Background: an optimization exercise with open tools, aiming at small area, a short achievable clock period and few clock cycles. Do not read the settings as production practice. RTL that was checked went through simulation tests only; none was proved equivalent to the original. Power figures rest on the tool's default switching activity, not on a simulated workload.

## sparse_mac_top
module sparse_mac_top
#(
    parameter int NUM_DECODERS = 2,
    parameter int VALUE_W = 16,
    parameter int INDEX_W = 16,
    parameter int DECODER_FIFO_DEPTH = 16,
    parameter int ACCUM_W = 32
)
(
    input mac_clk,
    input mac_rst,
    input [NUM_DECODERS-1:0] sram_valid_i,
    output [NUM_DECODERS-1:0] sram_ready_o,
    input [NUM_DECODERS*(1+VALUE_W+INDEX_W)-1:0] sram_data_i,
    output mac_valid_o,
    output [ACCUM_W-1:0] mac_data_o
);
localparam int DATA_W = 1 + VALUE_W + INDEX_W;
logic [INDEX_W-1:0] skip0, skip1;
logic [VALUE_W-1:0] val0, val1;
logic in_done0, in_done1;
assign {in_done0, val0, skip0} = sram_data_i[0 +: DATA_W];
assign {in_done1, val1, skip1} = sram_data_i[DATA_W +: DATA_W];
logic hv0, hv1;               
logic hd0, hd1;               
logic [VALUE_W-1:0] hval0;
logic [7:0] b_one, b_two, b_neg;    
logic b_top;                        
logic [7:0] g_one, g_two, g_neg;    
logic g_top;
logic [INDEX_W:0] diff;       
logic zq;                     
logic mat;                    
logic [31:0] acc_s, acc_c;    
logic [31:0] res;             
logic mq;                     
logic fin, both, d_neg, pop0, pop1, take0, take1;
assign fin   = (hv0 & hd0) | (hv1 & hd1);
assign both  = hv0 & hv1 & ~fin;
  ...
Size: about 1600 cells after synthesis, ~190 flip-flops, about 110 I/O pins, roughly 17000 um^2 of cells after synthesis.
==> flow/config.mk <==
export PLATFORM = sky130hd
export DESIGN_NAME = sparse_mac_top
export DESIGN_NICKNAME = sparse_mac_top
export VERILOG_FILES = /design/flow/design.v
export SDC_FILE = /design/flow/constraint.sdc
export NUM_CORES = 4
export LEC_CHECK = 0
export CAP_MARGIN = 20
export CORE_MARGIN = 2
export CORE_UTILIZATION = 40
export SETUP_SLACK_MARGIN = 4.2
export SLEW_MARGIN = 20
export SYNTH_HIERARCHICAL = 1
==> flow/constraint.sdc <==
create_clock -name core_clock -period 7.0 [get_ports {mac_clk}]
set_input_delay 1.4000 -clock core_clock [delete_from_list [all_inputs] [get_ports {mac_clk}]]
set_output_delay 1.4000 -clock core_clock [all_outputs]
set_load 0.01 [all_outputs]
standard.sh (not shown) runs the stock make flow with config.mk's settings and CLKGATE_MAP_FILE= SYNTH_SCRIPT=/design/flow/synth_recipe.tcl, a recipe that flattens the netlist after the stock synthesis.
==> flow/flow/run.sh <==
#!/bin/bash
set -euo pipefail
export BUFFER_PORTS_ARGS="-buffer_cell sky130_fd_sc_hd__buf_2"
bash standard.sh finish > flow_make.log 2>&1
The starting point went through all stages and came out clean.
Change:
- SETUP_SLACK_MARGIN: 4.2 -> 3.3
Outcome: Clock skew hardly moves; die area is unchanged; global-route usage came out lower by 1.3 points; combinational power came out lower by a quarter to a third; worst setup slack gets worse by 0.43 ns.
Change:
- SETUP_SLACK_MARGIN: 3.3 -> 3.6
Outcome:
- wire length goes up by 1.9%
- cell area goes up by 2.0%
- register-to-register slack improved by 0.21 ns
- first-iteration DRC count goes down by 1.5%
- setup slack improved by 0.22 ns
- global-route usage stays flat
- total power goes up by 1.3%
- die area is unchanged
- non-clock buffer count goes up by 26
Change:
- SETUP_SLACK_MARGIN: 3.6 -> 3.9
Effect: Worst setup slack gets better by 0.17 ns. Wire length rose by a few percent. Critical path depth goes down by 6. Die area is unchanged. Maximum frequency climbs by a few percent.
No run of this note included a check of the RTL's function; only the layout flow was run.


v37:
Another version of the RTL of sparse_mac_top (not shown whole).
Size in the first run: roughly 0.016 mm^2 of cells after synthesis.
==> flow/config.mk <==
export PLATFORM = sky130hd
export DESIGN_NAME = sparse_mac_top
export DESIGN_NICKNAME = sparse_mac_top
export VERILOG_FILES = /design/flow/design.v
export SDC_FILE = /design/flow/constraint.sdc
export NUM_CORES = 4
export LEC_CHECK = 0
export CAP_MARGIN = 20
export CORE_MARGIN = 2
export CORE_UTILIZATION = 55
export CTS_BUF_LIST = sky130_fd_sc_hd__clkbuf_4 sky130_fd_sc_hd__clkbuf_8
export SETUP_SLACK_MARGIN = 3.6
export SLEW_MARGIN = 20
export SYNTH_HIERARCHICAL = 1
==> flow/constraint.sdc <==
create_clock -name core_clock -period 7.0 [get_ports {mac_clk}]
set_input_delay 1.4000 -clock core_clock [delete_from_list [all_inputs] [get_ports {mac_clk}]]
set_output_delay 1.4000 -clock core_clock [all_outputs]
set_load 0.01 [all_outputs]
Scripts as last shown in full above: flow/flow/run.sh
Testbench counts of v37, summed over its fixed seeds: cycles 7,526.
#### Input delta (v15 over v37)
- SETUP_SLACK_MARGIN now 3.75, was 3.6
- CTS_BUF_LIST no longer set, was sky130_fd_sc_hd__clkbuf_4 sky130_fd_sc_hd__clkbuf_8
- CORE_UTILIZATION now 40, was 55
Notes after the runs:
Taking v37 as the reference, in v15 worst hold slack now sits lower, floorplan row count now sits higher, amount of wire on met2 after detailed routing now sits lower, peak fanout along the critical path now sits lower. Per the comparison of v15 with v37, post-route cell area now larger; clock edge transition at the registers on the reported setup and hold paths now smaller; post-CTS repair timing setup buffer count now larger; final routed wirelength across all metal layers now larger.

==> separate check: timing with driven ports <==
Ports are ideal in the flow. The routed layouts listed here were re-timed in OpenROAD.
Step 1 assumes that a clkbuf_16 drives the clock port and a buf_2 every other input.
Step 2 times the ports against the registers' clock, not the clock port: input delays grow and output delays shrink by t, the midpoint of the rising clock arrivals with the driver on.
Three values: ideal ports, drivers, drivers and shift; two values: the first two.
run | t (ns) | setup slack, ns | worst setup path at the end | latest minus earliest clock arrival (ns)
the first run of note 1 | 0.511 | 3.890 / 3.897 / 3.386 | input to register | 0.012 / 0.012
the second run of note 1 | 0.518 | 3.458 / 3.470 / 2.977 | input to register | 0.013 / 0.013
the third run of note 1 | 0.518 | 3.679 / 3.682 / 3.199 | input to register | 0.021 / 0.020
the fourth run of note 1 | 0.538 | 3.852 / 3.852 / 3.355 | input to register | 0.014 / 0.015
v37 | 0.562 | 3.679 / 3.681 / 3.148 | input to register | 0.020 / 0.020
v15 | 0.503 | 3.730 / 3.764 / 3.261 | input to register | 0.015 / 0.014
After both steps every run listed still meets setup and hold. For v37, which loses most, drivers alone change the setup slack by +0.002 ns; drivers and shift together by -0.531 ns.
